This is an optimization exercise on Yosys and OpenROAD, whose aim is small area and a short achievable clock period, not a production implementation.
The RTL was checked by simulation tests, not by an equivalence proof against the original design.
No activity file was given, so power comes from the tool's default toggle rates.

## flow/flow/run.sh

```bash
#!/bin/bash
# The standard layout (standard.sh, unchanged synthesis), except that the
# port buffers are plain buffers instead of delay cells. Tool output: standard.log
# here and ORFS's own logs under orfs/logs.
set -e
echo 'export BUFFER_PORTS_ARGS = -buffer_cell sky130_fd_sc_hd__buf_1' >> "$FLOW_CONFIG"
bash standard.sh > standard.log 2>&1
```

## flow/standard.sh

```bash
#!/bin/bash
# synth_recipe.tcl (not shown) runs the flow's synth.tcl, then flattens the netlist and writes it again
# the make line also repeats each setting of config.mk as NAME=value (left out here)
make -C /OpenROAD-flow-scripts/flow DESIGN_CONFIG=/design/flow/config.mk WORK_HOME=/design/flow/orfs CLKGATE_MAP_FILE= SYNTH_SCRIPT=/design/flow/synth_recipe.tcl "${@:-finish}"
```

## flow/design.v

```verilog
module piped_wallace_mult(
    input wire clock, reset,
    input wire [15:0] x, y,
    output reg [31:0] prod
);
    reg [59:0] r1;
    reg [97:0] r2;
    reg [60:0] r3;
    reg v1, v2, v3;
    wire g1 = x[1] & x[0];
    wire q2 = x[1] ^ x[0];
    wire g3 = x[2] & x[1];
    wire q4 = x[2] ^ x[1];
    wire g5 = x[3] & x[2];
    wire q6 = x[3] ^ x[2];
    wire g7 = x[4] & x[3];
    wire q8 = x[4] ^ x[3];
    wire g9 = x[5] & x[4];
    wire q10 = x[5] ^ x[4];
    wire g11 = x[6] & x[5];
    wire q12 = x[6] ^ x[5];
    wire g13 = x[7] & x[6];
    wire q14 = x[7] ^ x[6];
    wire g15 = x[8] & x[7];
    wire q16 = x[8] ^ x[7];
    wire g17 = x[9] & x[8];
    wire q18 = x[9] ^ x[8];
    wire g19 = x[10] & x[9];
    wire q20 = x[10] ^ x[9];
    wire g21 = x[11] & x[10];
    wire q22 = x[11] ^ x[10];
    wire g23 = x[12] & x[11];
    wire q24 = x[12] ^ x[11];
    wire g25 = x[13] & x[12];
    wire q26 = x[13] ^ x[12];
    wire g27 = x[14] & x[13];
    wire q28 = x[14] ^ x[13];
    wire g29 = x[15] & x[14];
    wire q30 = x[15] ^ x[14];
    wire t31, u32;
    pfx i33 (.gh(g5), .ph(q6), .gl(g3), .pl(q4), .g(t31), .p(u32));
    wire t34, u35;
    pfx i36 (.gh(g9), .ph(q10), .gl(g7), .pl(q8), .g(t34), .p(u35));
    wire t37, u38;
    pfx i39 (.gh(g13), .ph(q14), .gl(g11), .pl(q12), .g(t37), .p(u38));
    wire t40, u41;
    pfx i42 (.gh(g17), .ph(q18), .gl(g15), .pl(q16), .g(t40), .p(u41));
    wire t43, u44;
    pfx i45 (.gh(g21), .ph(q22), .gl(g19), .pl(q20), .g(t43), .p(u44));
    wire t46, u47;
    pfx i48 (.gh(g25), .ph(q26), .gl(g23), .pl(q24), .g(t46), .p(u47));
    wire t49, u50;
    pfx i51 (.gh(g29), .ph(q30), .gl(g27), .pl(q28), .g(t49), .p(u50));
    wire t52;
    pfx_g i53 (.gh(g3), .ph(q4), .gl(g1), .g(t52));
    wire t54;
    pfx_g i55 (.gh(t31), .ph(u32), .gl(g1), .g(t54));
    wire t56, u57;
    pfx i58 (.gh(g11), .ph(q12), .gl(t34), .pl(u35), .g(t56), .p(u57));
    wire t59, u60;
    pfx i61 (.gh(t37), .ph(u38), .gl(t34), .pl(u35), .g(t59), .p(u60));
    wire t62, u63;
    pfx i64 (.gh(g19), .ph(q20), .gl(t40), .pl(u41), .g(t62), .p(u63));
    wire t65, u66;
    pfx i67 (.gh(t43), .ph(u44), .gl(t40), .pl(u41), .g(t65), .p(u66));
    wire t68, u69;
    pfx i70 (.gh(g27), .ph(q28), .gl(t46), .pl(u47), .g(t68), .p(u69));
    wire t71, u72;
    pfx i73 (.gh(t49), .ph(u50), .gl(t46), .pl(u47), .g(t71), .p(u72));
    wire t74;
    pfx_g i75 (.gh(g7), .ph(q8), .gl(t54), .g(t74));
    wire t76;
    pfx_g i77 (.gh(t34), .ph(u35), .gl(t54), .g(t76));
    wire t78;
    pfx_g i79 (.gh(t56), .ph(u57), .gl(t54), .g(t78));
    wire t80;
    pfx_g i81 (.gh(t59), .ph(u60), .gl(t54), .g(t80));
    wire t82, u83;
    pfx i84 (.gh(g23), .ph(q24), .gl(t65), .pl(u66), .g(t82), .p(u83));
    wire t85, u86;
    pfx i87 (.gh(t46), .ph(u47), .gl(t65), .pl(u66), .g(t85), .p(u86));
    wire t88, u89;
    pfx i90 (.gh(t68), .ph(u69), .gl(t65), .pl(u66), .g(t88), .p(u89));
    wire t91, u92;
    pfx i93 (.gh(t71), .ph(u72), .gl(t65), .pl(u66), .g(t91), .p(u92));
    wire t94;
    pfx_g i95 (.gh(g15), .ph(q16), .gl(t80), .g(t94));
    wire t96;
    pfx_g i97 (.gh(t40), .ph(u41), .gl(t80), .g(t96));
    wire t98;
    pfx_g i99 (.gh(t62), .ph(u63), .gl(t80), .g(t98));
    wire t100;
    pfx_g i101 (.gh(t65), .ph(u66), .gl(t80), .g(t100));
    wire t102;
    pfx_g i103 (.gh(t82), .ph(u83), .gl(t80), .g(t102));
    wire t104;
    pfx_g i105 (.gh(t85), .ph(u86), .gl(t80), .g(t104));
    wire t106;
    pfx_g i107 (.gh(t88), .ph(u89), .gl(t80), .g(t106));
    wire t108;
    pfx_g i109 (.gh(t91), .ph(u92), .gl(t80), .g(t108));
    wire t110 = x[15] & t108;
    wire z111 = q4 ^ g1;
    wire z112 = q6 ^ t52;
    wire z113 = q8 ^ t54;
    wire z114 = q10 ^ t74;
    wire z115 = q12 ^ t76;
    wire z116 = q14 ^ t78;
    wire z117 = q16 ^ t80;
    wire z118 = q18 ^ t94;
    wire z119 = q20 ^ t96;
    wire z120 = q22 ^ t98;
    wire z121 = q24 ^ t100;
    wire z122 = q26 ^ t102;
    wire z123 = q28 ^ t104;
    wire z124 = q30 ^ t106;
    wire z125 = x[15] ^ t108;
    wire p126 = ((r1[33] & r1[0]) | (r1[35] & r1[0])) ^ r1[37];
    wire p127 = ((r1[33] & r1[1]) | (r1[34] & r1[0]) | (r1[35] & r1[16])) ^ r1[37];
    wire p128 = ((r1[33] & r1[2]) | (r1[34] & r1[1]) | (r1[35] & r1[17]) | (r1[36] & r1[0])) ^ r1[37];
    wire p129 = ((r1[33] & r1[3]) | (r1[34] & r1[2]) | (r1[35] & r1[18]) | (r1[36] & r1[1])) ^ r1[37];
    wire p130 = ((r1[33] & r1[4]) | (r1[34] & r1[3]) | (r1[35] & r1[19]) | (r1[36] & r1[2])) ^ r1[37];
    wire p131 = ((r1[33] & r1[5]) | (r1[34] & r1[4]) | (r1[35] & r1[20]) | (r1[36] & r1[3])) ^ r1[37];
    wire p132 = ((r1[33] & r1[6]) | (r1[34] & r1[5]) | (r1[35] & r1[21]) | (r1[36] & r1[4])) ^ r1[37];
    wire p133 = ((r1[33] & r1[7]) | (r1[34] & r1[6]) | (r1[35] & r1[22]) | (r1[36] & r1[5])) ^ r1[37];
    wire p134 = ((r1[33] & r1[8]) | (r1[34] & r1[7]) | (r1[35] & r1[23]) | (r1[36] & r1[6])) ^ r1[37];
    wire p135 = ((r1[33] & r1[9]) | (r1[34] & r1[8]) | (r1[35] & r1[24]) | (r1[36] & r1[7])) ^ r1[37];
    wire p136 = ((r1[33] & r1[10]) | (r1[34] & r1[9]) | (r1[35] & r1[25]) | (r1[36] & r1[8])) ^ r1[37];
    wire p137 = ((r1[33] & r1[11]) | (r1[34] & r1[10]) | (r1[35] & r1[26]) | (r1[36] & r1[9])) ^ r1[37];
    wire p138 = ((r1[33] & r1[12]) | (r1[34] & r1[11]) | (r1[35] & r1[27]) | (r1[36] & r1[10])) ^ r1[37];
    wire p139 = ((r1[33] & r1[13]) | (r1[34] & r1[12]) | (r1[35] & r1[28]) | (r1[36] & r1[11])) ^ r1[37];
    wire p140 = ((r1[33] & r1[14]) | (r1[34] & r1[13]) | (r1[35] & r1[29]) | (r1[36] & r1[12])) ^ r1[37];
    wire p141 = ((r1[33] & r1[15]) | (r1[34] & r1[14]) | (r1[35] & r1[30]) | (r1[36] & r1[13])) ^ r1[37];
    wire p142 = ((r1[34] & r1[15]) | (r1[35] & r1[31]) | (r1[36] & r1[14])) ^ r1[37];
    wire p143 = ((r1[35] & r1[32]) | (r1[36] & r1[15])) ^ r1[37];
    wire p144 = ((r1[38] & r1[0]) | (r1[40] & r1[0])) ^ r1[42];
    wire p145 = ((r1[38] & r1[1]) | (r1[39] & r1[0]) | (r1[40] & r1[16])) ^ r1[42];
    wire p146 = ((r1[38] & r1[2]) | (r1[39] & r1[1]) | (r1[40] & r1[17]) | (r1[41] & r1[0])) ^ r1[42];
    wire p147 = ((r1[38] & r1[3]) | (r1[39] & r1[2]) | (r1[40] & r1[18]) | (r1[41] & r1[1])) ^ r1[42];
    wire p148 = ((r1[38] & r1[4]) | (r1[39] & r1[3]) | (r1[40] & r1[19]) | (r1[41] & r1[2])) ^ r1[42];
    wire p149 = ((r1[38] & r1[5]) | (r1[39] & r1[4]) | (r1[40] & r1[20]) | (r1[41] & r1[3])) ^ r1[42];
    wire p150 = ((r1[38] & r1[6]) | (r1[39] & r1[5]) | (r1[40] & r1[21]) | (r1[41] & r1[4])) ^ r1[42];
    wire p151 = ((r1[38] & r1[7]) | (r1[39] & r1[6]) | (r1[40] & r1[22]) | (r1[41] & r1[5])) ^ r1[42];
    wire p152 = ((r1[38] & r1[8]) | (r1[39] & r1[7]) | (r1[40] & r1[23]) | (r1[41] & r1[6])) ^ r1[42];
    wire p153 = ((r1[38] & r1[9]) | (r1[39] & r1[8]) | (r1[40] & r1[24]) | (r1[41] & r1[7])) ^ r1[42];
    wire p154 = ((r1[38] & r1[10]) | (r1[39] & r1[9]) | (r1[40] & r1[25]) | (r1[41] & r1[8])) ^ r1[42];
    wire p155 = ((r1[38] & r1[11]) | (r1[39] & r1[10]) | (r1[40] & r1[26]) | (r1[41] & r1[9])) ^ r1[42];
    wire p156 = ((r1[38] & r1[12]) | (r1[39] & r1[11]) | (r1[40] & r1[27]) | (r1[41] & r1[10])) ^ r1[42];
    wire p157 = ((r1[38] & r1[13]) | (r1[39] & r1[12]) | (r1[40] & r1[28]) | (r1[41] & r1[11])) ^ r1[42];
    wire p158 = ((r1[38] & r1[14]) | (r1[39] & r1[13]) | (r1[40] & r1[29]) | (r1[41] & r1[12])) ^ r1[42];
    wire p159 = ((r1[38] & r1[15]) | (r1[39] & r1[14]) | (r1[40] & r1[30]) | (r1[41] & r1[13])) ^ r1[42];
    wire p160 = ((r1[39] & r1[15]) | (r1[40] & r1[31]) | (r1[41] & r1[14])) ^ r1[42];
    wire p161 = ((r1[40] & r1[32]) | (r1[41] & r1[15])) ^ r1[42];
    wire p162 = ((r1[43] & r1[0]) | (r1[45] & r1[0])) ^ r1[47];
    wire p163 = ((r1[43] & r1[1]) | (r1[44] & r1[0]) | (r1[45] & r1[16])) ^ r1[47];
    wire p164 = ((r1[43] & r1[2]) | (r1[44] & r1[1]) | (r1[45] & r1[17]) | (r1[46] & r1[0])) ^ r1[47];
    wire p165 = ((r1[43] & r1[3]) | (r1[44] & r1[2]) | (r1[45] & r1[18]) | (r1[46] & r1[1])) ^ r1[47];
    wire p166 = ((r1[43] & r1[4]) | (r1[44] & r1[3]) | (r1[45] & r1[19]) | (r1[46] & r1[2])) ^ r1[47];
    wire p167 = ((r1[43] & r1[5]) | (r1[44] & r1[4]) | (r1[45] & r1[20]) | (r1[46] & r1[3])) ^ r1[47];
    wire p168 = ((r1[43] & r1[6]) | (r1[44] & r1[5]) | (r1[45] & r1[21]) | (r1[46] & r1[4])) ^ r1[47];
    wire p169 = ((r1[43] & r1[7]) | (r1[44] & r1[6]) | (r1[45] & r1[22]) | (r1[46] & r1[5])) ^ r1[47];
    wire p170 = ((r1[43] & r1[8]) | (r1[44] & r1[7]) | (r1[45] & r1[23]) | (r1[46] & r1[6])) ^ r1[47];
    wire p171 = ((r1[43] & r1[9]) | (r1[44] & r1[8]) | (r1[45] & r1[24]) | (r1[46] & r1[7])) ^ r1[47];
    wire p172 = ((r1[43] & r1[10]) | (r1[44] & r1[9]) | (r1[45] & r1[25]) | (r1[46] & r1[8])) ^ r1[47];
    wire p173 = ((r1[43] & r1[11]) | (r1[44] & r1[10]) | (r1[45] & r1[26]) | (r1[46] & r1[9])) ^ r1[47];
    wire p174 = ((r1[43] & r1[12]) | (r1[44] & r1[11]) | (r1[45] & r1[27]) | (r1[46] & r1[10])) ^ r1[47];
    wire p175 = ((r1[43] & r1[13]) | (r1[44] & r1[12]) | (r1[45] & r1[28]) | (r1[46] & r1[11])) ^ r1[47];
    wire p176 = ((r1[43] & r1[14]) | (r1[44] & r1[13]) | (r1[45] & r1[29]) | (r1[46] & r1[12])) ^ r1[47];
    wire p177 = ((r1[43] & r1[15]) | (r1[44] & r1[14]) | (r1[45] & r1[30]) | (r1[46] & r1[13])) ^ r1[47];
    wire p178 = ((r1[44] & r1[15]) | (r1[45] & r1[31]) | (r1[46] & r1[14])) ^ r1[47];
    wire p179 = ((r1[45] & r1[32]) | (r1[46] & r1[15])) ^ r1[47];
    wire p180 = ((r1[48] & r1[0]) | (r1[50] & r1[0])) ^ r1[52];
    wire p181 = ((r1[48] & r1[1]) | (r1[49] & r1[0]) | (r1[50] & r1[16])) ^ r1[52];
    wire p182 = ((r1[48] & r1[2]) | (r1[49] & r1[1]) | (r1[50] & r1[17]) | (r1[51] & r1[0])) ^ r1[52];
    wire p183 = ((r1[48] & r1[3]) | (r1[49] & r1[2]) | (r1[50] & r1[18]) | (r1[51] & r1[1])) ^ r1[52];
    wire p184 = ((r1[48] & r1[4]) | (r1[49] & r1[3]) | (r1[50] & r1[19]) | (r1[51] & r1[2])) ^ r1[52];
    wire p185 = ((r1[48] & r1[5]) | (r1[49] & r1[4]) | (r1[50] & r1[20]) | (r1[51] & r1[3])) ^ r1[52];
    wire p186 = ((r1[48] & r1[6]) | (r1[49] & r1[5]) | (r1[50] & r1[21]) | (r1[51] & r1[4])) ^ r1[52];
    wire p187 = ((r1[48] & r1[7]) | (r1[49] & r1[6]) | (r1[50] & r1[22]) | (r1[51] & r1[5])) ^ r1[52];
    wire p188 = ((r1[48] & r1[8]) | (r1[49] & r1[7]) | (r1[50] & r1[23]) | (r1[51] & r1[6])) ^ r1[52];
    wire p189 = ((r1[48] & r1[9]) | (r1[49] & r1[8]) | (r1[50] & r1[24]) | (r1[51] & r1[7])) ^ r1[52];
    wire p190 = ((r1[48] & r1[10]) | (r1[49] & r1[9]) | (r1[50] & r1[25]) | (r1[51] & r1[8])) ^ r1[52];
    wire p191 = ((r1[48] & r1[11]) | (r1[49] & r1[10]) | (r1[50] & r1[26]) | (r1[51] & r1[9])) ^ r1[52];
    wire p192 = ((r1[48] & r1[12]) | (r1[49] & r1[11]) | (r1[50] & r1[27]) | (r1[51] & r1[10])) ^ r1[52];
    wire p193 = ((r1[48] & r1[13]) | (r1[49] & r1[12]) | (r1[50] & r1[28]) | (r1[51] & r1[11])) ^ r1[52];
    wire p194 = ((r1[48] & r1[14]) | (r1[49] & r1[13]) | (r1[50] & r1[29]) | (r1[51] & r1[12])) ^ r1[52];
    wire p195 = ((r1[48] & r1[15]) | (r1[49] & r1[14]) | (r1[50] & r1[30]) | (r1[51] & r1[13])) ^ r1[52];
    wire p196 = ((r1[49] & r1[15]) | (r1[50] & r1[31]) | (r1[51] & r1[14])) ^ r1[52];
    wire p197 = ((r1[50] & r1[32]) | (r1[51] & r1[15])) ^ r1[52];
    wire p198 = ((r1[53] & r1[0]) | (r1[55] & r1[0])) ^ r1[57];
    wire p199 = ((r1[53] & r1[1]) | (r1[54] & r1[0]) | (r1[55] & r1[16])) ^ r1[57];
    wire p200 = ((r1[53] & r1[2]) | (r1[54] & r1[1]) | (r1[55] & r1[17]) | (r1[56] & r1[0])) ^ r1[57];
    wire p201 = ((r1[53] & r1[3]) | (r1[54] & r1[2]) | (r1[55] & r1[18]) | (r1[56] & r1[1])) ^ r1[57];
    wire p202 = ((r1[53] & r1[4]) | (r1[54] & r1[3]) | (r1[55] & r1[19]) | (r1[56] & r1[2])) ^ r1[57];
    wire p203 = ((r1[53] & r1[5]) | (r1[54] & r1[4]) | (r1[55] & r1[20]) | (r1[56] & r1[3])) ^ r1[57];
    wire p204 = ((r1[53] & r1[6]) | (r1[54] & r1[5]) | (r1[55] & r1[21]) | (r1[56] & r1[4])) ^ r1[57];
    wire p205 = ((r1[53] & r1[7]) | (r1[54] & r1[6]) | (r1[55] & r1[22]) | (r1[56] & r1[5])) ^ r1[57];
    wire p206 = ((r1[53] & r1[8]) | (r1[54] & r1[7]) | (r1[55] & r1[23]) | (r1[56] & r1[6])) ^ r1[57];
    wire p207 = ((r1[53] & r1[9]) | (r1[54] & r1[8]) | (r1[55] & r1[24]) | (r1[56] & r1[7])) ^ r1[57];
    wire p208 = ((r1[53] & r1[10]) | (r1[54] & r1[9]) | (r1[55] & r1[25]) | (r1[56] & r1[8])) ^ r1[57];
    wire p209 = ((r1[53] & r1[11]) | (r1[54] & r1[10]) | (r1[55] & r1[26]) | (r1[56] & r1[9])) ^ r1[57];
    wire p210 = ((r1[53] & r1[12]) | (r1[54] & r1[11]) | (r1[55] & r1[27]) | (r1[56] & r1[10])) ^ r1[57];
    wire p211 = ((r1[53] & r1[13]) | (r1[54] & r1[12]) | (r1[55] & r1[28]) | (r1[56] & r1[11])) ^ r1[57];
    wire p212 = ((r1[53] & r1[14]) | (r1[54] & r1[13]) | (r1[55] & r1[29]) | (r1[56] & r1[12])) ^ r1[57];
    wire p213 = ((r1[53] & r1[15]) | (r1[54] & r1[14]) | (r1[55] & r1[30]) | (r1[56] & r1[13])) ^ r1[57];
    wire p214 = ((r1[54] & r1[15]) | (r1[55] & r1[31]) | (r1[56] & r1[14])) ^ r1[57];
    wire p215 = ((r1[55] & r1[32]) | (r1[56] & r1[15])) ^ r1[57];
    wire p216 = (r1[58] & r1[0]);
    wire p217 = (r1[58] & r1[1]) | (r1[59] & r1[0]);
    wire p218 = (r1[58] & r1[2]) | (r1[59] & r1[1]);
    wire p219 = (r1[58] & r1[3]) | (r1[59] & r1[2]);
    wire p220 = (r1[58] & r1[4]) | (r1[59] & r1[3]);
    wire p221 = (r1[58] & r1[5]) | (r1[59] & r1[4]);
    wire p222 = (r1[58] & r1[6]) | (r1[59] & r1[5]);
    wire p223 = (r1[58] & r1[7]) | (r1[59] & r1[6]);
    wire p224 = (r1[58] & r1[8]) | (r1[59] & r1[7]);
    wire p225 = (r1[58] & r1[9]) | (r1[59] & r1[8]);
    wire p226 = (r1[58] & r1[10]) | (r1[59] & r1[9]);
    wire p227 = (r1[58] & r1[11]) | (r1[59] & r1[10]);
    wire p228 = (r1[58] & r1[12]) | (r1[59] & r1[11]);
    wire p229 = (r1[58] & r1[13]) | (r1[59] & r1[12]);
    wire p230 = (r1[58] & r1[14]) | (r1[59] & r1[13]);
    wire p231 = (r1[58] & r1[15]) | (r1[59] & r1[14]);
    wire p232 = (r1[59] & r1[15]);
    wire p233 = ~r1[37];
    wire p234 = ~r1[42];
    wire p235 = ~r1[47];
    wire p236 = ~r1[52];
    wire p237 = ~r1[57];
    wire s238 = p135 ^ p150;
    wire c239 = p135 & p150;
    wire s240 = p136 ^ p151;
    wire c241 = p136 & p151;
    wire s242 = p137 ^ p152;
    wire c243 = p137 & p152;
    wire s244 = p138 ^ p153 ^ p168;
    wire c245 = (p138 & p153) | (p138 & p168) | (p153 & p168);
    wire s246 = p183 ^ p198;
    wire c247 = p183 & p198;
    wire s248 = p139 ^ p154 ^ p169;
    wire c249 = (p139 & p154) | (p139 & p169) | (p154 & p169);
    wire s250 = p184 ^ p199;
    wire c251 = p184 & p199;
    wire s252 = p140 ^ p155 ^ p170;
    wire c253 = (p140 & p155) | (p140 & p170) | (p155 & p170);
    wire s254 = p185 ^ p200;
    wire c255 = p185 & p200;
    wire s256 = p141 ^ p156 ^ p171;
    wire c257 = (p141 & p156) | (p141 & p171) | (p156 & p171);
    wire s258 = p186 ^ p201 ^ p216;
    wire c259 = (p186 & p201) | (p186 & p216) | (p201 & p216);
    wire s260 = p142 ^ p157 ^ p172;
    wire c261 = (p142 & p157) | (p142 & p172) | (p157 & p172);
    wire s262 = p187 ^ p202 ^ p217;
    wire c263 = (p187 & p202) | (p187 & p217) | (p202 & p217);
    wire s264 = p143 ^ p158 ^ p173;
    wire c265 = (p143 & p158) | (p143 & p173) | (p158 & p173);
    wire s266 = p188 ^ p203 ^ p218;
    wire c267 = (p188 & p203) | (p188 & p218) | (p203 & p218);
    wire s268 = p159 ^ p174 ^ p189;
    wire c269 = (p159 & p174) | (p159 & p189) | (p174 & p189);
    wire s270 = p204 ^ p219 ^ r1[37];
    wire c271 = (p204 & p219) | (p204 & r1[37]) | (p219 & r1[37]);
    wire s272 = p160 ^ p175 ^ p190;
    wire c273 = (p160 & p175) | (p160 & p190) | (p175 & p190);
    wire s274 = p205 ^ p220 ^ r1[37];
    wire c275 = (p205 & p220) | (p205 & r1[37]) | (p220 & r1[37]);
    wire s276 = p161 ^ p176 ^ p191;
    wire c277 = (p161 & p176) | (p161 & p191) | (p176 & p191);
    wire s278 = p206 ^ p221 ^ r1[37];
    wire c279 = (p206 & p221) | (p206 & r1[37]) | (p221 & r1[37]);
    wire s280 = p177 ^ p192 ^ p207;
    wire c281 = (p177 & p192) | (p177 & p207) | (p192 & p207);
    wire s282 = p222 ^ p233 ^ p234;
    wire c283 = (p222 & p233) | (p222 & p234) | (p233 & p234);
    wire s284 = p178 ^ p193 ^ p208;
    wire c285 = (p178 & p193) | (p178 & p208) | (p193 & p208);
    wire s286 = p223 ^ 1'b1;
    wire c287 = p223 & 1'b1;
    wire s288 = p179 ^ p194 ^ p209;
    wire c289 = (p179 & p194) | (p179 & p209) | (p194 & p209);
    wire s290 = p224 ^ 1'b1;
    wire c291 = p224 & 1'b1;
    wire s292 = p195 ^ p210 ^ p225;
    wire c293 = (p195 & p210) | (p195 & p225) | (p210 & p225);
    wire s294 = p196 ^ p211;
    wire c295 = p196 & p211;
    wire s296 = p197 ^ p212;
    wire c297 = p197 & p212;
    wire s298 = p129 ^ p144 ^ r1[42];
    wire c299 = (p129 & p144) | (p129 & r1[42]) | (p144 & r1[42]);
    wire s300 = p132 ^ p147 ^ p162;
    wire c301 = (p132 & p147) | (p132 & p162) | (p147 & p162);
    wire s302 = p133 ^ p148 ^ p163;
    wire c303 = (p133 & p148) | (p133 & p163) | (p148 & p163);
    wire s304 = p213 ^ p228 ^ p236;
    wire c305 = (p213 & p228) | (p213 & p236) | (p228 & p236);
    wire s306 = p214 ^ p229 ^ 1'b1;
    wire c307 = (p214 & p229) | (p214 & 1'b1) | (p229 & 1'b1);
    wire s308 = p215 ^ p230 ^ 1'b1;
    wire c309 = (p215 & p230) | (p215 & 1'b1) | (p230 & 1'b1);
    wire s310 = r2[14] ^ r2[15];
    wire c311 = r2[14] & r2[15];
    wire s312 = r2[18] ^ r2[19] ^ r2[20];
    wire c313 = (r2[18] & r2[19]) | (r2[18] & r2[20]) | (r2[19] & r2[20]);
    wire s314 = r2[22] ^ r2[23] ^ r2[24];
    wire c315 = (r2[22] & r2[23]) | (r2[22] & r2[24]) | (r2[23] & r2[24]);
    wire s316 = r2[26] ^ r2[27] ^ r2[28];
    wire c317 = (r2[26] & r2[27]) | (r2[26] & r2[28]) | (r2[27] & r2[28]);
    wire s318 = r2[30] ^ r2[31] ^ r2[32];
    wire c319 = (r2[30] & r2[31]) | (r2[30] & r2[32]) | (r2[31] & r2[32]);
    wire s320 = r2[34] ^ r2[35] ^ r2[36];
    wire c321 = (r2[34] & r2[35]) | (r2[34] & r2[36]) | (r2[35] & r2[36]);
    wire s322 = r2[38] ^ r2[39] ^ r2[40];
    wire c323 = (r2[38] & r2[39]) | (r2[38] & r2[40]) | (r2[39] & r2[40]);
    wire s324 = r2[42] ^ r2[43] ^ r2[44];
    wire c325 = (r2[42] & r2[43]) | (r2[42] & r2[44]) | (r2[43] & r2[44]);
    wire s326 = r2[46] ^ r2[47] ^ r2[48];
    wire c327 = (r2[46] & r2[47]) | (r2[46] & r2[48]) | (r2[47] & r2[48]);
    wire s328 = r2[50] ^ r2[51] ^ r2[52];
    wire c329 = (r2[50] & r2[51]) | (r2[50] & r2[52]) | (r2[51] & r2[52]);
    wire s330 = r2[54] ^ r2[55] ^ r2[56];
    wire c331 = (r2[54] & r2[55]) | (r2[54] & r2[56]) | (r2[55] & r2[56]);
    wire s332 = r2[58] ^ r2[59] ^ r2[60];
    wire c333 = (r2[58] & r2[59]) | (r2[58] & r2[60]) | (r2[59] & r2[60]);
    wire s334 = r2[62] ^ r2[63] ^ r2[64];
    wire c335 = (r2[62] & r2[63]) | (r2[62] & r2[64]) | (r2[63] & r2[64]);
    wire s336 = r2[66] ^ r2[67] ^ r2[68];
    wire c337 = (r2[66] & r2[67]) | (r2[66] & r2[68]) | (r2[67] & r2[68]);
    wire s338 = r2[70] ^ r2[71] ^ r2[72];
    wire c339 = (r2[70] & r2[71]) | (r2[70] & r2[72]) | (r2[71] & r2[72]);
    wire s340 = r2[74] ^ r2[75] ^ r2[76];
    wire c341 = (r2[74] & r2[75]) | (r2[74] & r2[76]) | (r2[75] & r2[76]);
    wire s342 = r2[78] ^ r2[79] ^ r2[80];
    wire c343 = (r2[78] & r2[79]) | (r2[78] & r2[80]) | (r2[79] & r2[80]);
    wire s344 = r2[82] ^ r2[83] ^ r2[84];
    wire c345 = (r2[82] & r2[83]) | (r2[82] & r2[84]) | (r2[83] & r2[84]);
    wire s346 = r2[85] ^ r2[86] ^ r2[87];
    wire c347 = (r2[85] & r2[86]) | (r2[85] & r2[87]) | (r2[86] & r2[87]);
    wire s348 = r2[5] ^ r2[6];
    wire c349 = r2[5] & r2[6];
    wire s350 = r2[8] ^ r2[9];
    wire c351 = r2[8] & r2[9];
    wire s352 = r2[10] ^ r2[11];
    wire c353 = r2[10] & r2[11];
    wire s354 = r2[12] ^ r2[13];
    wire c355 = r2[12] & r2[13];
    wire s356 = s310 ^ r2[16] ^ r2[17];
    wire c357 = (s310 & r2[16]) | (s310 & r2[17]) | (r2[16] & r2[17]);
    wire s358 = c311 ^ s312 ^ r2[21];
    wire c359 = (c311 & s312) | (c311 & r2[21]) | (s312 & r2[21]);
    wire s360 = c313 ^ s314 ^ r2[25];
    wire c361 = (c313 & s314) | (c313 & r2[25]) | (s314 & r2[25]);
    wire s362 = c315 ^ s316 ^ r2[29];
    wire c363 = (c315 & s316) | (c315 & r2[29]) | (s316 & r2[29]);
    wire s364 = c317 ^ s318 ^ r2[33];
    wire c365 = (c317 & s318) | (c317 & r2[33]) | (s318 & r2[33]);
    wire s366 = c319 ^ s320 ^ r2[37];
    wire c367 = (c319 & s320) | (c319 & r2[37]) | (s320 & r2[37]);
    wire s368 = c321 ^ s322 ^ r2[41];
    wire c369 = (c321 & s322) | (c321 & r2[41]) | (s322 & r2[41]);
    wire s370 = c323 ^ s324 ^ r2[45];
    wire c371 = (c323 & s324) | (c323 & r2[45]) | (s324 & r2[45]);
    wire s372 = c325 ^ s326 ^ r2[49];
    wire c373 = (c325 & s326) | (c325 & r2[49]) | (s326 & r2[49]);
    wire s374 = c327 ^ s328 ^ r2[53];
    wire c375 = (c327 & s328) | (c327 & r2[53]) | (s328 & r2[53]);
    wire s376 = c329 ^ s330 ^ r2[57];
    wire c377 = (c329 & s330) | (c329 & r2[57]) | (s330 & r2[57]);
    wire s378 = c331 ^ s332 ^ r2[61];
    wire c379 = (c331 & s332) | (c331 & r2[61]) | (s332 & r2[61]);
    wire s380 = c333 ^ s334 ^ r2[65];
    wire c381 = (c333 & s334) | (c333 & r2[65]) | (s334 & r2[65]);
    wire s382 = c335 ^ s336 ^ r2[69];
    wire c383 = (c335 & s336) | (c335 & r2[69]) | (s336 & r2[69]);
    wire s384 = c337 ^ s338 ^ r2[73];
    wire c385 = (c337 & s338) | (c337 & r2[73]) | (s338 & r2[73]);
    wire s386 = c339 ^ s340 ^ r2[77];
    wire c387 = (c339 & s340) | (c339 & r2[77]) | (s340 & r2[77]);
    wire s388 = c341 ^ s342 ^ r2[81];
    wire c389 = (c341 & s342) | (c341 & r2[81]) | (s342 & r2[81]);
    wire s390 = c343 ^ s344 ^ 1'b1;
    wire c391 = (c343 & s344) | (c343 & 1'b1) | (s344 & 1'b1);
    wire s392 = c345 ^ s346 ^ 1'b1;
    wire c393 = (c345 & s346) | (c345 & 1'b1) | (s346 & 1'b1);
    wire s394 = c347 ^ r2[88] ^ r2[89];
    wire c395 = (c347 & r2[88]) | (c347 & r2[89]) | (r2[88] & r2[89]);
    wire s396 = r2[90] ^ r2[91];
    wire c397 = r2[90] & r2[91];
    wire s398 = r2[92] ^ r2[93];
    wire c399 = r2[92] & r2[93];
    wire s400 = r2[94] ^ r2[95] ^ r2[96];
    wire c401 = (r2[94] & r2[95]) | (r2[94] & r2[96]) | (r2[95] & r2[96]);
    wire s402 = r2[97] ^ 1'b1;
    wire c403 = r2[97] & 1'b1;
    wire t404 = r3[2] & r3[0];
    wire u405 = r3[4] & r3[3];
    wire t406, u407;
    pfx i408 (.gh(r3[7]), .ph(r3[8]), .gl(r3[5]), .pl(r3[6]), .g(t406), .p(u407));
    wire t409, u410;
    pfx i411 (.gh(r3[11]), .ph(r3[12]), .gl(r3[9]), .pl(r3[10]), .g(t409), .p(u410));
    wire t412, u413;
    pfx i414 (.gh(r3[15]), .ph(r3[16]), .gl(r3[13]), .pl(r3[14]), .g(t412), .p(u413));
    wire t415, u416;
    pfx i417 (.gh(r3[19]), .ph(r3[20]), .gl(r3[17]), .pl(r3[18]), .g(t415), .p(u416));
    wire t418, u419;
    pfx i420 (.gh(r3[23]), .ph(r3[24]), .gl(r3[21]), .pl(r3[22]), .g(t418), .p(u419));
    wire t421, u422;
    pfx i423 (.gh(r3[27]), .ph(r3[28]), .gl(r3[25]), .pl(r3[26]), .g(t421), .p(u422));
    wire t424, u425;
    pfx i426 (.gh(r3[31]), .ph(r3[32]), .gl(r3[29]), .pl(r3[30]), .g(t424), .p(u425));
    wire t427, u428;
    pfx i429 (.gh(r3[35]), .ph(r3[36]), .gl(r3[33]), .pl(r3[34]), .g(t427), .p(u428));
    wire t430, u431;
    pfx i432 (.gh(r3[39]), .ph(r3[40]), .gl(r3[37]), .pl(r3[38]), .g(t430), .p(u431));
    wire t433, u434;
    pfx i435 (.gh(r3[43]), .ph(r3[44]), .gl(r3[41]), .pl(r3[42]), .g(t433), .p(u434));
    wire t436, u437;
    pfx i438 (.gh(r3[47]), .ph(r3[48]), .gl(r3[45]), .pl(r3[46]), .g(t436), .p(u437));
    wire t439, u440;
    pfx i441 (.gh(r3[51]), .ph(r3[52]), .gl(r3[49]), .pl(r3[50]), .g(t439), .p(u440));
    wire t442, u443;
    pfx i444 (.gh(r3[55]), .ph(r3[56]), .gl(r3[53]), .pl(r3[54]), .g(t442), .p(u443));
    wire t445 = r3[3] & t404;
    wire t446 = u405 & t404;
    wire t447, u448;
    pfx i449 (.gh(r3[9]), .ph(r3[10]), .gl(t406), .pl(u407), .g(t447), .p(u448));
    wire t450, u451;
    pfx i452 (.gh(t409), .ph(u410), .gl(t406), .pl(u407), .g(t450), .p(u451));
    wire t453, u454;
    pfx i455 (.gh(r3[17]), .ph(r3[18]), .gl(t412), .pl(u413), .g(t453), .p(u454));
    wire t456, u457;
    pfx i458 (.gh(t415), .ph(u416), .gl(t412), .pl(u413), .g(t456), .p(u457));
    wire t459, u460;
    pfx i461 (.gh(r3[25]), .ph(r3[26]), .gl(t418), .pl(u419), .g(t459), .p(u460));
    wire t462, u463;
    pfx i464 (.gh(t421), .ph(u422), .gl(t418), .pl(u419), .g(t462), .p(u463));
    wire t465, u466;
    pfx i467 (.gh(r3[33]), .ph(r3[34]), .gl(t424), .pl(u425), .g(t465), .p(u466));
    wire t468, u469;
    pfx i470 (.gh(t427), .ph(u428), .gl(t424), .pl(u425), .g(t468), .p(u469));
    wire t471, u472;
    pfx i473 (.gh(r3[41]), .ph(r3[42]), .gl(t430), .pl(u431), .g(t471), .p(u472));
    wire t474, u475;
    pfx i476 (.gh(t433), .ph(u434), .gl(t430), .pl(u431), .g(t474), .p(u475));
    wire t477, u478;
    pfx i479 (.gh(r3[49]), .ph(r3[50]), .gl(t436), .pl(u437), .g(t477), .p(u478));
    wire t480, u481;
    pfx i482 (.gh(t439), .ph(u440), .gl(t436), .pl(u437), .g(t480), .p(u481));
    wire t483, u484;
    pfx i485 (.gh(r3[57]), .ph(r3[58]), .gl(t442), .pl(u443), .g(t483), .p(u484));
    wire t486;
    pfx_g i487 (.gh(r3[5]), .ph(r3[6]), .gl(t446), .g(t486));
    wire t488;
    pfx_g i489 (.gh(t406), .ph(u407), .gl(t446), .g(t488));
    wire t490;
    pfx_g i491 (.gh(t447), .ph(u448), .gl(t446), .g(t490));
    wire t492;
    pfx_g i493 (.gh(t450), .ph(u451), .gl(t446), .g(t492));
    wire t494, u495;
    pfx i496 (.gh(r3[21]), .ph(r3[22]), .gl(t456), .pl(u457), .g(t494), .p(u495));
    wire t497, u498;
    pfx i499 (.gh(t418), .ph(u419), .gl(t456), .pl(u457), .g(t497), .p(u498));
    wire t500, u501;
    pfx i502 (.gh(t459), .ph(u460), .gl(t456), .pl(u457), .g(t500), .p(u501));
    wire t503, u504;
    pfx i505 (.gh(t462), .ph(u463), .gl(t456), .pl(u457), .g(t503), .p(u504));
    wire t506, u507;
    pfx i508 (.gh(r3[37]), .ph(r3[38]), .gl(t468), .pl(u469), .g(t506), .p(u507));
    wire t509, u510;
    pfx i511 (.gh(t430), .ph(u431), .gl(t468), .pl(u469), .g(t509), .p(u510));
    wire t512, u513;
    pfx i514 (.gh(t471), .ph(u472), .gl(t468), .pl(u469), .g(t512), .p(u513));
    wire t515, u516;
    pfx i517 (.gh(t474), .ph(u475), .gl(t468), .pl(u469), .g(t515), .p(u516));
    wire t518, u519;
    pfx i520 (.gh(r3[53]), .ph(r3[54]), .gl(t480), .pl(u481), .g(t518), .p(u519));
    wire t521, u522;
    pfx i523 (.gh(t442), .ph(u443), .gl(t480), .pl(u481), .g(t521), .p(u522));
    wire t524, u525;
    pfx i526 (.gh(t483), .ph(u484), .gl(t480), .pl(u481), .g(t524), .p(u525));
    wire t527;
    pfx_g i528 (.gh(r3[13]), .ph(r3[14]), .gl(t492), .g(t527));
    wire t529;
    pfx_g i530 (.gh(t412), .ph(u413), .gl(t492), .g(t529));
    wire t531;
    pfx_g i532 (.gh(t453), .ph(u454), .gl(t492), .g(t531));
    wire t533;
    pfx_g i534 (.gh(t456), .ph(u457), .gl(t492), .g(t533));
    wire t535;
    pfx_g i536 (.gh(t494), .ph(u495), .gl(t492), .g(t535));
    wire t537;
    pfx_g i538 (.gh(t497), .ph(u498), .gl(t492), .g(t537));
    wire t539;
    pfx_g i540 (.gh(t500), .ph(u501), .gl(t492), .g(t539));
    wire t541;
    pfx_g i542 (.gh(t503), .ph(u504), .gl(t492), .g(t541));
    wire t543, u544;
    pfx i545 (.gh(r3[45]), .ph(r3[46]), .gl(t515), .pl(u516), .g(t543), .p(u544));
    wire t546, u547;
    pfx i548 (.gh(t436), .ph(u437), .gl(t515), .pl(u516), .g(t546), .p(u547));
    wire t549, u550;
    pfx i551 (.gh(t477), .ph(u478), .gl(t515), .pl(u516), .g(t549), .p(u550));
    wire t552, u553;
    pfx i554 (.gh(t480), .ph(u481), .gl(t515), .pl(u516), .g(t552), .p(u553));
    wire t555, u556;
    pfx i557 (.gh(t518), .ph(u519), .gl(t515), .pl(u516), .g(t555), .p(u556));
    wire t558, u559;
    pfx i560 (.gh(t521), .ph(u522), .gl(t515), .pl(u516), .g(t558), .p(u559));
    wire t561, u562;
    pfx i563 (.gh(t524), .ph(u525), .gl(t515), .pl(u516), .g(t561), .p(u562));
    wire t564;
    pfx_g i565 (.gh(r3[29]), .ph(r3[30]), .gl(t541), .g(t564));
    wire t566;
    pfx_g i567 (.gh(t424), .ph(u425), .gl(t541), .g(t566));
    wire t568;
    pfx_g i569 (.gh(t465), .ph(u466), .gl(t541), .g(t568));
    wire t570;
    pfx_g i571 (.gh(t468), .ph(u469), .gl(t541), .g(t570));
    wire t572;
    pfx_g i573 (.gh(t506), .ph(u507), .gl(t541), .g(t572));
    wire t574;
    pfx_g i575 (.gh(t509), .ph(u510), .gl(t541), .g(t574));
    wire t576;
    pfx_g i577 (.gh(t512), .ph(u513), .gl(t541), .g(t576));
    wire t578;
    pfx_g i579 (.gh(t515), .ph(u516), .gl(t541), .g(t578));
    wire t580;
    pfx_g i581 (.gh(t543), .ph(u544), .gl(t541), .g(t580));
    wire t582;
    pfx_g i583 (.gh(t546), .ph(u547), .gl(t541), .g(t582));
    wire t584;
    pfx_g i585 (.gh(t549), .ph(u550), .gl(t541), .g(t584));
    wire t586;
    pfx_g i587 (.gh(t552), .ph(u553), .gl(t541), .g(t586));
    wire t588;
    pfx_g i589 (.gh(t555), .ph(u556), .gl(t541), .g(t588));
    wire t590;
    pfx_g i591 (.gh(t558), .ph(u559), .gl(t541), .g(t590));
    wire t592;
    pfx_g i593 (.gh(t561), .ph(u562), .gl(t541), .g(t592));
    wire z594 = r3[2] ^ r3[0];
    wire z595 = r3[3] ^ t404;
    wire z596 = r3[4] ^ t445;
    wire z597 = r3[6] ^ t446;
    wire z598 = r3[8] ^ t486;
    wire z599 = r3[10] ^ t488;
    wire z600 = r3[12] ^ t490;
    wire z601 = r3[14] ^ t492;
    wire z602 = r3[16] ^ t527;
    wire z603 = r3[18] ^ t529;
    wire z604 = r3[20] ^ t531;
    wire z605 = r3[22] ^ t533;
    wire z606 = r3[24] ^ t535;
    wire z607 = r3[26] ^ t537;
    wire z608 = r3[28] ^ t539;
    wire z609 = r3[30] ^ t541;
    wire z610 = r3[32] ^ t564;
    wire z611 = r3[34] ^ t566;
    wire z612 = r3[36] ^ t568;
    wire z613 = r3[38] ^ t570;
    wire z614 = r3[40] ^ t572;
    wire z615 = r3[42] ^ t574;
    wire z616 = r3[44] ^ t576;
    wire z617 = r3[46] ^ t578;
    wire z618 = r3[48] ^ t580;
    wire z619 = r3[50] ^ t582;
    wire z620 = r3[52] ^ t584;
    wire z621 = r3[54] ^ t586;
    wire z622 = r3[56] ^ t588;
    wire z623 = r3[58] ^ t590;
    wire z624 = r3[60] ^ t592;
    wire [31:0] result = {z624, z623, z622, z621, z620, z619, z618, z617, z616, z615, z614, z613, z612, z611, z610, z609, z608, z607, z606, z605, z604, z603, z602, z601, z600, z599, z598, z597, z596, z595, z594, r3[1]};
    always @(posedge clock) begin
        r1 <= {(y[14] & y[15]), (y[14] & ~y[15]) | (~y[14] & y[15]), y[14], (y[11] & y[12] & y[13] & ~y[14]) | (~y[11] & ~y[12] & ~y[13] & y[14]), (y[11] & ~y[12] & y[13] & ~y[14]) | (~y[11] & y[12] & y[13] & ~y[14]) | (y[11] & ~y[12] & ~y[13] & y[14]) | (~y[11] & y[12] & ~y[13] & y[14]), (y[11] & y[12] & ~y[13] & ~y[14]) | (~y[11] & ~y[12] & y[13] & ~y[14]) | (y[11] & y[12] & ~y[13] & y[14]) | (~y[11] & ~y[12] & y[13] & y[14]), (y[11] & ~y[12] & ~y[13] & ~y[14]) | (~y[11] & y[12] & ~y[13] & ~y[14]) | (y[11] & ~y[12] & y[13] & y[14]) | (~y[11] & y[12] & y[13] & y[14]), y[11], (y[8] & y[9] & y[10] & ~y[11]) | (~y[8] & ~y[9] & ~y[10] & y[11]), (y[8] & ~y[9] & y[10] & ~y[11]) | (~y[8] & y[9] & y[10] & ~y[11]) | (y[8] & ~y[9] & ~y[10] & y[11]) | (~y[8] & y[9] & ~y[10] & y[11]), (y[8] & y[9] & ~y[10] & ~y[11]) | (~y[8] & ~y[9] & y[10] & ~y[11]) | (y[8] & y[9] & ~y[10] & y[11]) | (~y[8] & ~y[9] & y[10] & y[11]), (y[8] & ~y[9] & ~y[10] & ~y[11]) | (~y[8] & y[9] & ~y[10] & ~y[11]) | (y[8] & ~y[9] & y[10] & y[11]) | (~y[8] & y[9] & y[10] & y[11]), y[8], (y[5] & y[6] & y[7] & ~y[8]) | (~y[5] & ~y[6] & ~y[7] & y[8]), (y[5] & ~y[6] & y[7] & ~y[8]) | (~y[5] & y[6] & y[7] & ~y[8]) | (y[5] & ~y[6] & ~y[7] & y[8]) | (~y[5] & y[6] & ~y[7] & y[8]), (y[5] & y[6] & ~y[7] & ~y[8]) | (~y[5] & ~y[6] & y[7] & ~y[8]) | (y[5] & y[6] & ~y[7] & y[8]) | (~y[5] & ~y[6] & y[7] & y[8]), (y[5] & ~y[6] & ~y[7] & ~y[8]) | (~y[5] & y[6] & ~y[7] & ~y[8]) | (y[5] & ~y[6] & y[7] & y[8]) | (~y[5] & y[6] & y[7] & y[8]), y[5], (y[2] & y[3] & y[4] & ~y[5]) | (~y[2] & ~y[3] & ~y[4] & y[5]), (y[2] & ~y[3] & y[4] & ~y[5]) | (~y[2] & y[3] & y[4] & ~y[5]) | (y[2] & ~y[3] & ~y[4] & y[5]) | (~y[2] & y[3] & ~y[4] & y[5]), (y[2] & y[3] & ~y[4] & ~y[5]) | (~y[2] & ~y[3] & y[4] & ~y[5]) | (y[2] & y[3] & ~y[4] & y[5]) | (~y[2] & ~y[3] & y[4] & y[5]), (y[2] & ~y[3] & ~y[4] & ~y[5]) | (~y[2] & y[3] & ~y[4] & ~y[5]) | (y[2] & ~y[3] & y[4] & y[5]) | (~y[2] & y[3] & y[4] & y[5]), y[2], (~y[0] & ~y[1] & y[2]), (y[0] & y[1] & ~y[2]) | (y[0] & ~y[1] & y[2]), (~y[0] & y[1] & ~y[2]) | (~y[0] & y[1] & y[2]), (y[0] & ~y[1] & ~y[2]) | (y[0] & y[1] & y[2]), t110, z125, z124, z123, z122, z121, z120, z119, z118, z117, z116, z115, z114, z113, z112, z111, q2, x[15], x[14], x[13], x[12], x[11], x[10], x[9], x[8], x[7], x[6], x[5], x[4], x[3], x[2], x[1], x[0]};
        r2 <= {p232, p237, p231, c309, s308, c307, s306, c305, s304, c297, p227, s296, c295, p226, s294, c293, p235, s292, c291, c289, s290, s288, c287, c285, s286, s284, c283, c281, s282, s280, c279, c277, s278, s276, c275, c273, s274, s272, c271, c269, s270, s268, c267, c265, s266, s264, c263, c261, s262, s260, c259, c257, s258, s256, c255, c253, s254, s252, c251, c249, s250, s248, c247, c245, r1[57], s246, s244, c243, p182, p167, s242, c241, p181, p166, s240, c239, r1[52], p180, p165, s238, p164, p149, p134, c303, s302, c301, r1[47], s300, p146, p131, p145, p130, c299, s298, p128, p127, r1[37], p126};
        r3 <= {c401 ^ s402, c401 & s402, c399 ^ s400, c399 & s400, c397 ^ s398, c397 & s398, c395 ^ s396, c395 & s396, c393 ^ s394, c393 & s394, c391 ^ s392, c391 & s392, c389 ^ s390, c389 & s390, c387 ^ s388, c387 & s388, c385 ^ s386, c385 & s386, c383 ^ s384, c383 & s384, c381 ^ s382, c381 & s382, c379 ^ s380, c379 & s380, c377 ^ s378, c377 & s378, c375 ^ s376, c375 & s376, c373 ^ s374, c373 & s374, c371 ^ s372, c371 & s372, c369 ^ s370, c369 & s370, c367 ^ s368, c367 & s368, c365 ^ s366, c365 & s366, c363 ^ s364, c363 & s364, c361 ^ s362, c361 & s362, c359 ^ s360, c359 & s360, c357 ^ s358, c357 & s358, c355 ^ s356, c355 & s356, c353 ^ s354, c353 & s354, c351 ^ s352, c351 & s352, c349 ^ s350, c349 & s350, s348 ^ r2[7], s348 & r2[7], r2[4], r2[3], r2[2], r2[0] ^ r2[1], r2[0] & r2[1]};
    end
    always @(posedge clock or posedge reset)
        if (reset) begin
            v1 <= 1'b0; v2 <= 1'b0; v3 <= 1'b0; prod <= 32'd0;
        end else begin
            v1 <= 1'b1; v2 <= v1; v3 <= v2;
            prod <= v3 ? result : 32'd0;
        end
endmodule
module pfx(input wire gh, ph, gl, pl, output wire g, p);
    assign g = gh | (ph & gl);
    assign p = ph & pl;
endmodule
module pfx_g(input wire gh, ph, gl, output wire g);
    assign g = gh | (ph & gl);
endmodule
```

## flow/constraint.sdc

```tcl
create_clock -name core_clock -period 2.8 [get_ports {clock}]
set_input_delay 0.5600 -clock core_clock [delete_from_list [all_inputs] [get_ports {clock}]]
set_output_delay 0.5600 -clock core_clock [all_outputs]
set_load 0.01 [all_outputs]
```

## flow/config.mk

```make
export PLATFORM = sky130hd
export DESIGN_NAME = piped_wallace_mult
export DESIGN_NICKNAME = piped_wallace_mult
export VERILOG_FILES = /design/flow/design.v
export SDC_FILE = /design/flow/constraint.sdc
export NUM_CORES = 4
export LEC_CHECK = 0
export CAP_MARGIN = 0
export CORE_MARGIN = 2
export CORE_UTILIZATION = 40
export SETUP_SLACK_MARGIN = 0.95
export SLEW_MARGIN = 0
export SYNTH_HIERARCHICAL = 1
export SYNTH_MINIMUM_KEEP_SIZE = 0
export BUFFER_PORTS_ARGS = -buffer_cell sky130_fd_sc_hd__buf_1
```

==> results of run 1 <==
synthesized netlist by cell type (all sizes together) (13+ instances only):
master / n / area (sq um)
dfrtp: 35 / 876
inv: 50 / 188
a221oi: 69 / 961
dfxtp: 218 / 4360
and2: 95 / 594
xnor2: 99 / 867
ha: 66 / 826
buf: 70 / 566
fa: 60 / 1200
a22o: 80 / 709
clkbuf: 18 / 70.1
nand2: 13 / 48.8
xor2: 42 / 368
a21o: 102 / 766
modules after synthesis (local to each module, per instance):
module,cells inside,cell area [sq um]
pfx,2,13.8
pfx_g,1,7.51
piped_wallace_mult,915,11700
critical path: stages (launching register included):
cell                      delay (ns)
sky130_fd_sc_hd__dfxtp_2        0.32
sky130_fd_sc_hd__fa_1           0.55
sky130_fd_sc_hd__inv_1          0.06
sky130_fd_sc_hd__fa_1           0.47
sky130_fd_sc_hd__inv_1          0.04
sky130_fd_sc_hd__ha_1           0.28
through the flow:
step	hold slack [ns]	utilization, %	instances
floorplan	0.310	-	1078
global placement	0.314	42.1	1492
detailed placement	0.318	42.1	1492
CTS	0.139	45.2	1543
global route	0.134	45.4	1545
finish	0.145	45.4	1545
cells by family after synthesis:
group           share of synthesized area [%]
compound gates                           20.9
flops                                    40.8
xor+xnor                                 9.79
buf+inv                                  6.41
simple gates                             6.34
fa+ha+maj                                15.8
other cells                            0.0292
worst paths after layout:
kind                                 from            endpoint  slack [ns]  cells after the start
max in group asynchronous           reset  prod[26]$_DFF_PP0_        2.04                      3
hold / removal                      reset  prod[15]$_DFF_PP0_        0.15                      2
setup reg to reg           r2[20]$_DFF_P_      r3[16]$_DFF_P_        0.97                      5
setup / recovery           r2[20]$_DFF_P_      r3[16]$_DFF_P_        0.97                      5
hold reg to reg             r2[2]$_DFF_P_       r3[2]$_DFF_P_        0.33                      0
min in group core_clock              x[0]       r1[0]$_DFF_P_        0.15                      1
layout make-up:
class / instances / area [sq um]
flip-flops and latches: 253 / 5290
multi-input cells: 688 / 6930
fillers: 2906 / 17200
inverters: 50 / 188
clock inverters: 9 / 67.6
well taps: 402 / 503
clock buffers: 38 / 787
repair buffers: 105 / 552
layer usage:
layer  vias to the layer above  wire length [um]
met5                         -                 0
met1                      3751             13000
met2                       173             11400
met3                        36              1320
met4                         0               361
li1                       3873                 -
report_power, final:
group,total (mW),switching [mW],internal (mW)
clock,3.34,1.38,1.96
sequential,5.58,0.799,4.78
combinational,4.86,2.39,2.47
total,13.8,4.57,9.21
what timing repair did:
| item | CTS | global route |
|---|---|---|
| pin swaps | 7 | 14 |
| buffers inserted | 3 | 2 |
| resized for setup | 37 | 21 |
| endpoints found under the setup margin | 46 | 41 |
| gates cloned | 1 | 0 |
state kept, by name, summed over array words and instances (netlist names):
register / cells
v3: 1
r3: 60
prod: 32
r1: 60
v1: 1
v2: 1
r2: 98
==> flow_summary.rst, run 1 <==
.. list-table::
   :header-rows: 1

   * - Metric
     - Value
   * - Status
     - timing/DRC/antenna clean
   * - Number of synthesized flops with an enable pin
     - 0
   * - Relative slew slack
     - 44.8%
   * - Vias in the first global route
     - 8001
   * - Fraction of layout cells with a size suffix above 1
     - 17.7%
   * - Primary FF master, synth
     - sky130_fd_sc_hd__dfxtp_1
   * - Residual DRC count
     - 0
   * - Antenna cell count
     - 0
   * - Most frequent standard cell in the layout excluding fill and tap cells
     - sky130_fd_sc_hd__dfxtp_1
   * - DRT Wirelength
     - 26000 um
   * - Worst supply voltage drop on vdd
     - 447 uV
   * - Max Clock Freq
     - 0.546 GHz
   * - Required time worst endpoint
     - 3.23 ns
   * - Met3 layer usage reported by global route
     - 2.20%
   * - Wire per inst
     - 16.8 um
   * - Total cell area at the placement stage
     - 0.0133 sq mm
   * - Chip width
     - 183 um
   * - Post-detailed-placement half-perimeter wirelength
     - 19600 um
   * - Final Setup Violations
     - 0
   * - Leakage power figure
     - 6.45 nW
   * - Signed area change from the synthesized netlist to the final layout
     - 11.5%
   * - Pin slew with the least headroom to its limit
     - 0.827 ns
   * - Global-route wire length before repair
     - 43100 um
   * - Gpl congestion
     - 0.847
   * - Setup repair after global routing missed its margin
     - true
   * - Worst Hold Class
     - in -> async
   * - Number of standard cells after synthesis
     - 1078
   * - GRT Util Overall
     - 15.8%
   * - Number of vias after detailed routing
     - 7833
   * - Antenna violations before repair
     - 0
   * - Root Buffer
     - sky130_fd_sc_hd__clkbuf_16
   * - Most Used Layer, Global Route
     - met2
   * - TritonCTS buffer count
     - 27
   * - Die Footprint
     - 0.0336 sq mm
   * - CP Capture Type
     - register
   * - Final Instance Area
     - 0.0143 sq mm
   * - Max Buffers Root-to-Sink
     - 3
   * - CP Launch Type
     - register
   * - Total count of max-transition violations in the final report
     - 0
   * - Met1 global-route usage
     - 22.9%
   * - Total negative setup slack
     - 0 ns
   * - Core region area
     - 0.0316 sq mm
   * - Vias per std cell
     - 5.07
   * - Worst setup path category
     - reg -> reg
   * - Mean cell area of the mapped netlist
     - 11.9 sq um
   * - Clock tree from TritonCTS
     - done
   * - Total power of the final layout
     - 13.8 mW
   * - Critical path peak fanout
     - 1
   * - Reg clk slew, reported paths
     - 0.06 ns
   * - Sinks on Clock Net
     - 253
   * - Number of standard-cell rows in the floorplan
     - 65
   * - Share of synthesized flip-flops with an asynchronous set or reset
     - 13.8%
   * - Total of max-cap violations
     - 0
   * - Count of warnings emitted by yosys
     - 7
   * - Worst skew pair latency
     - 0.54 ns
   * - Final net count
     - 1285
   * - Critical Path AT
     - 2.26 ns
   * - Initial cell density of the core
     - 40.7%
   * - Minimum period implied by the final worst setup slack
     - 1.83 ns
   * - Starting DRC count in detailed routing
     - 425
   * - Maximum number of pins on one net before global-route repair
     - 33
   * - Net Count, Synth
     - 1238
   * - Post-CTS Hold Fix Bufs
     - 0
   * - Number of H-tree branching levels
     - 1
   * - Post-synth design cell area
     - 0.0128 sq mm
   * - Final period utilization
     - 65.4%
   * - DP Worst Slack
     - 0.485 ns
   * - Yosys reg bits
     - 253
   * - Global-route track usage on met2
     - 25.0%
   * - Global route overflow
     - 0
   * - Top library cells by usage in the layout, fill and taps aside
     - 183 x sky130_fd_sc_hd__dfxtp_1, 98 x sky130_fd_sc_hd__a21o_1, 97 x sky130_fd_sc_hd__xnor2_1
   * - Residual antenna-violating net count after detailed routing
     - 0
   * - Worst setup slack after layout
     - 0.970 ns
   * - Fin Clk Skew
     - 0.0181 ns
   * - Chip height
     - 183 um
   * - # IOs
     - 66
   * - Sequential fraction of the synthesis area
     - 40.8%
   * - Number of library cell types mapped by synthesis
     - 36
   * - Count of port buffers added during placement
     - 65
   * - Pwr per Cell Area
     - 962 mW/mm^2
   * - Final Hold Fails
     - 0
   * - DR pass1 iterations
     - 5
==> run 2: changes to the inputs <==
==> flow/run.sh (new file) <==
#!/bin/bash
# synth_recipe.tcl (not shown) runs the flow's synth.tcl, then flattens the netlist and writes it again
# the make line also repeats each setting of config.mk as NAME=value (left out here)
make -C /OpenROAD-flow-scripts/flow DESIGN_CONFIG=/design/flow/config.mk WORK_HOME=/design/flow/orfs CLKGATE_MAP_FILE= SYNTH_SCRIPT=/design/flow/synth_recipe.tcl finish
==> flow/config.mk (replaced) <==
export PLATFORM = sky130hd
export DESIGN_NAME = piped_wallace_mult
export DESIGN_NICKNAME = piped_wallace_mult
export VERILOG_FILES = /design/flow/design.v
export SDC_FILE = /design/flow/constraint.sdc
export NUM_CORES = 4
export LEC_CHECK = 0
export CAP_MARGIN = 20
export CORE_MARGIN = 2
export CORE_UTILIZATION = 40
export SETUP_SLACK_MARGIN = 0.95
export SLEW_MARGIN = 20
export SYNTH_HIERARCHICAL = 1
export SYNTH_MINIMUM_KEEP_SIZE = 0
removed: flow/flow/run.sh
removed: flow/standard.sh
==> flow_summary.rst, run 2 <==
.. list-table::
   :header-rows: 1

   * - Metric
     - Value
   * - Status
     - timing/DRC/antenna clean (unchanged)
   * - Top library cells by usage in the layout, fill and taps aside
     - 183 x sky130_fd_sc_hd__dfxtp_1, 98 x sky130_fd_sc_hd__xnor2_1, 98 x sky130_fd_sc_hd__a21o_1 (was 183 x sky130_fd_sc_hd__dfxtp_1, 98 x sky130_fd_sc_hd__a21o_1, 97 x sky130_fd_sc_hd__xnor2_1)
   * - Number of H-tree branching levels
     - 1 (unchanged)
   * - Setup repair after global routing missed its margin
     - true (unchanged)
   * - Final Instance Area
     - 0.0149 sq mm (was 0.0143 sq mm)
   * - Pwr per Cell Area
     - 942 mW/mm^2 (was 962 mW/mm^2)
   * - Switching power share of the total
     - 32.8% (was 33.2%)
   * - Worst supply voltage drop on vdd
     - 514 uV (was 447 uV)
   * - CP Launch Type
     - primary input (was register)
   * - Die Footprint
     - 0.0336 sq mm (unchanged)
   * - Pin slew with the least headroom to its limit
     - 0.771 ns (was 0.827 ns)
   * - Sinks on Clock Net
     - 253 (unchanged)
   * - Regs by FF count
     - r2 (98), r1 (60), r3 (60) (unchanged)
   * - Worst setup path category
     - in -> reg (was reg -> reg)
   * - Max Clock Freq
     - 0.538 GHz (was 0.546 GHz)
   * - Area of combinational cells with multiple inputs
     - 0.00703 sq mm (was 0.00693 sq mm)
   * - Post-detailed-placement half-perimeter wirelength
     - 19500 um (was 19600 um)
   * - Worst skew pair latency
     - 0.54 ns (about the same)
   * - Final Hold Fails
     - 0 (unchanged)
   * - CP Capture Type
     - register (unchanged)
   * - Relative slew slack
     - 48.5% (was 44.8%)
   * - Top register by number of flip-flops
     - r2 (unchanged)
   * - Critical Path AT
     - 2.33 ns (was 2.26 ns)
   * - Number of vias after detailed routing
     - 7865 (was 7833)
   * - Initial cell density of the core
     - 40.7% (unchanged)
   * - Final period utilization
     - 66.3% (was 65.4%)
   * - Total cell area at the placement stage
     - 0.0137 sq mm (was 0.0133 sq mm)
   * - Primary FF master, synth
     - sky130_fd_sc_hd__dfxtp_1 (unchanged)
   * - Global-route wire length before repair
     - 42800 um (was 43100 um)
   * - Net Count, Synth
     - 1238 (unchanged)
   * - Clock power share
     - 24.7% (was 24.3%)
   * - GRT Util Overall
     - 15.7% (was 15.8%)
   * - Sequential fraction of the synthesis area
     - 40.8% (unchanged)
   * - Leakage power figure
     - 6.84 nW (was 6.45 nW)
   * - Core region area
     - 0.0316 sq mm (unchanged)
   * - DR pass1 iterations
     - 7 (was 5)
   * - Mean cell area of the mapped netlist
     - 11.9 sq um (unchanged)
   * - DRT Wirelength
     - 26100 um (was 26000 um)
   * - Fin Clk Skew
     - 0.0102 ns (was 0.0181 ns)
   * - Antenna cell count
     - 0 (unchanged)
   * - Synth top area cells
     - sky130_fd_sc_hd__dfxtp_1 34%, sky130_fd_sc_hd__fa_1 9.4%, sky130_fd_sc_hd__dfrtp_1 6.8% (unchanged)
   * - Post-synth design cell area
     - 0.0128 sq mm (unchanged)
   * - Vias in the first global route
     - 7876 (was 8001)
   * - Count of warnings emitted by yosys
     - 7 (unchanged)
   * - Vias per std cell
     - 5.06 (was 5.07)
   * - Internal power consumption
     - 9.41 mW (was 9.21 mW)
   * - Wire per inst
     - 16.8 um (about the same)
   * - Maximum number of pins on one net before global-route repair
     - 36 (was 33)
   * - Synth top cells by count
     - 218 x sky130_fd_sc_hd__dfxtp_1, 102 x sky130_fd_sc_hd__a21o_1, 99 x sky130_fd_sc_hd__xnor2_1 (unchanged)
   * - Utilization of the core after routing
     - 47.1% (was 45.4%)
   * - Number of synthesized flops with an enable pin
     - 0 (unchanged)
   * - Share of synthesized flip-flops with an asynchronous set or reset
     - 13.8% (unchanged)
   * - Total of max-cap violations
     - 0 (unchanged)
   * - Chip height
     - 183 um (unchanged)
   * - Post-CTS Hold Fix Bufs
     - 0 (unchanged)
   * - Gpl congestion
     - 0.845 (was 0.847)
   * - Most frequent cell after synthesis
     - sky130_fd_sc_hd__dfxtp_1 (unchanged)
   * - Critical path peak fanout
     - 3 (was 1)
   * - Required time worst endpoint
     - 3.27 ns (was 3.23 ns)
   * - Gate power share
     - 35.6% (was 35.3%)
   * - Max Buffers Root-to-Sink
     - 3 (unchanged)
   * - Number of standard cells after synthesis
     - 1078 (unchanged)
   * - Sequential standard cell area
     - 0.00529 sq mm (about the same)
   * - Starting DRC count in detailed routing
     - 362 (was 425)
   * - Cell type with the largest total area after synthesis
     - sky130_fd_sc_hd__dfxtp_1 (unchanged)
   * - Worst Hold Class
     - in -> reg (was in -> async)
   * - Total negative setup slack
     - 0 ns (unchanged)
   * - Count of port buffers added during placement
     - 65 (unchanged)
   * - Final Setup Violations
     - 0 (unchanged)
   * - Residual DRC count
     - 0 (unchanged)
   * - Antenna violations before repair
     - 0 (unchanged)
   * - Yosys reg bits
     - 253 (unchanged)
   * - # IOs
     - 66 (unchanged)
   * - Fraction of layout cells with a size suffix above 1
     - 18.9% (was 17.7%)
   * - Number of flip-flops under the largest register name
     - 98 (unchanged)
   * - Signed area change from the synthesized netlist to the final layout
     - 15.8% (was 11.5%)
   * - Total count of max-transition violations in the final report
     - 0 (unchanged)
   * - Number of standard-cell rows in the floorplan
     - 65 (unchanged)
   * - Reported net switching power
     - 4.60 mW (was 4.57 mW)
   * - Most frequent standard cell in the layout excluding fill and tap cells
     - sky130_fd_sc_hd__dfxtp_1 (unchanged)
   * - Reg clk slew, reported paths
     - 0.06 ns (about the same)
   * - Count of fill cells added during filler insertion
     - 2861 (was 2906)
   * - Clock tree from TritonCTS
     - done (unchanged)
   * - Minimum period implied by the final worst setup slack
     - 1.86 ns (was 1.83 ns)
   * - Share of power burned in registers
     - 39.7% (was 40.5%)
   * - TritonCTS buffer count
     - 27 (unchanged)
   * - Root Buffer
     - sky130_fd_sc_hd__clkbuf_16 (unchanged)
   * - Chip width
     - 183 um (unchanged)
   * - Residual antenna-violating net count after detailed routing
     - 0 (unchanged)
   * - Global route overflow
     - 0 (unchanged)
   * - Final net count
     - 1291 (was 1285)
   * - Number of library cell types mapped by synthesis
     - 36 (unchanged)
   * - Fraction of synthesized cell area taken by the top area cell type
     - 34.0% (unchanged)
==> run 2: changes by cell type in the layout (fill, tap and decap cells not counted), sizes merged <==
| cell | previous run | this run |
|---|---|---|
| bufinv | 0 | 1 |
| dlymetal6s2s | 0 | 7 |
| dlygate4sd2 | 0 | 38 |
| clkdlybuf4s50 | 0 | 20 |
| clkinv | 6 | 10 |
| buf | 105 | 46 |
| inv | 52 | 54 |
| clkbuf | 38 | 34 |
==> run 2: cell families after synthesis <==
kind of cell             share of synthesized area, %
AO/OA/AOI/OAI                                    20.9
XOR/XNOR                                         9.79
adder cells (fa/ha/maj)                          15.8
buffers and inverters                            6.41
flip-flops                                       40.8
other                                          0.0292
AND/OR/NAND/NOR                                  6.34
==> run 2: power by group through the flow <==
stage          Sequential, mW  Clock [mW]  Combinational (mW)
2_1_floorplan            5.39           0                3.61
3_3_place_gp             5.63           0                4.88
3_5_place_dp             5.65           0                4.93
4_1_cts                  5.57        3.57                5.00
5_1_grt                  5.71        3.72                5.82
6_report                 5.57        3.46                4.98
==> run 2: per-stage QoR <==
step	total power, mW	std cells	setup WS, ns	hold WS [ns]
2_1_floorplan	9.01	1078	0.866	0.310
3_3_place_gp	10.5	1491	0.132	0.315
3_5_place_dp	10.6	1491	0.104	0.316
4_1_cts	14.1	1544	0.867	0.330
5_1_grt	15.2	1554	0.888	0.239
6_report	14.0	1554	0.942	0.251
==> run 2: timing repair <==
action,in CTS,in global routing
cloned,1,0
setup buffers,2,10
pin swaps,8,14
setup endpoints to repair,88,44
resized for setup,75,35
==> run 2: path summary, 6_finish.rpt <==
kind	start	to	slack [ns]	cells past startpoint
min in group asynchronous	reset	prod[21]$_DFF_PP0_	0.44	3
max in group asynchronous	reset	prod[9]$_DFF_PP0_	2.04	3
min reg2reg	r2[2]$_DFF_P_	r3[2]$_DFF_P_	0.33	0
max	x[14]	r1[31]$_DFF_P_	0.94	7
max reg2reg	r3[16]$_DFF_P_	prod[30]$_DFF_PP0_	0.97	7
min	x[8]	r1[8]$_DFF_P_	0.25	1
==> run 2: modules after synthesis, one instance, submodules excluded <==
module	times used	cells	area, sq um
piped_wallace_mult	1	915	11700
pfx	61	2	13.8
pfx_g	41	1	7.51
==> run 2: per-layer routing <==
| layer | wire, um | GRT usage (%) |
|---|---|---|
| met1 | 12900 | 22.9 |
| met5 | 0 | 0 |
| met4 | 388 | 3.78 |
| met2 | 11400 | 24.5 |
| met3 | 1310 | 2.28 |
==> run 2: final cells by class <==
| type | count | share of cell area (%) |
|---|---|---|
| Sequential cell | 253 | 35.6 |
| Clock buffer | 34 | 5.14 |
| Inverter | 50 | 1.26 |
| Tap cell | 402 | 3.38 |
| Timing Repair Buffer | 111 | 6.57 |
| Clock inverter | 16 | 0.791 |
| Multi-Input combinational cell | 688 | 47.3 |
==> run 2: critical path, cell delays in order <==
cell and delay, ns:
sky130_fd_sc_hd__clkdlybuf4s50_1 0.58, sky130_fd_sc_hd__ha_4 0.25, sky130_fd_sc_hd__and2_1 0.16, sky130_fd_sc_hd__and2_1 0.16, sky130_fd_sc_hd__and2_1 0.15, sky130_fd_sc_hd__a21o_1 0.15
sky130_fd_sc_hd__ha_2 0.31

[static timing again, ports no longer ideal]
The flow's constraints put no driver on any port. The routed layouts listed below were extracted and timed again, unchanged, in two steps.
Step 1: set_driving_cell puts a clkbuf_16 on clock and a buf_2 on each other input, an assumption about the parent block.
Step 2 adds t to the input delays and takes it off the output delays; t is the mean of the earliest and latest rising clock arrival at the registers after step 1. Input paths then give back, and output paths get back, about the clock's delay inside the block.
Three values: no drivers, after step 1, after step 2; two values: the first two.
| run | t, ns | setup WS [ns] | worst hold slack (ns) |
|---|---|---|---|
| run 1 | 0.579 | 0.970 / 0.970 / 0.444 | 0.145 / 0.122 / 0.329 |
| run 2 | 0.575 | 0.942 / 0.965 / 0.390 | 0.251 / 0.226 / 0.328 |
After both steps setup and hold are still met in every run listed. For run 2, which loses most, drivers alone change the setup slack by +0.023 ns; drivers and shift together by -0.552 ns.
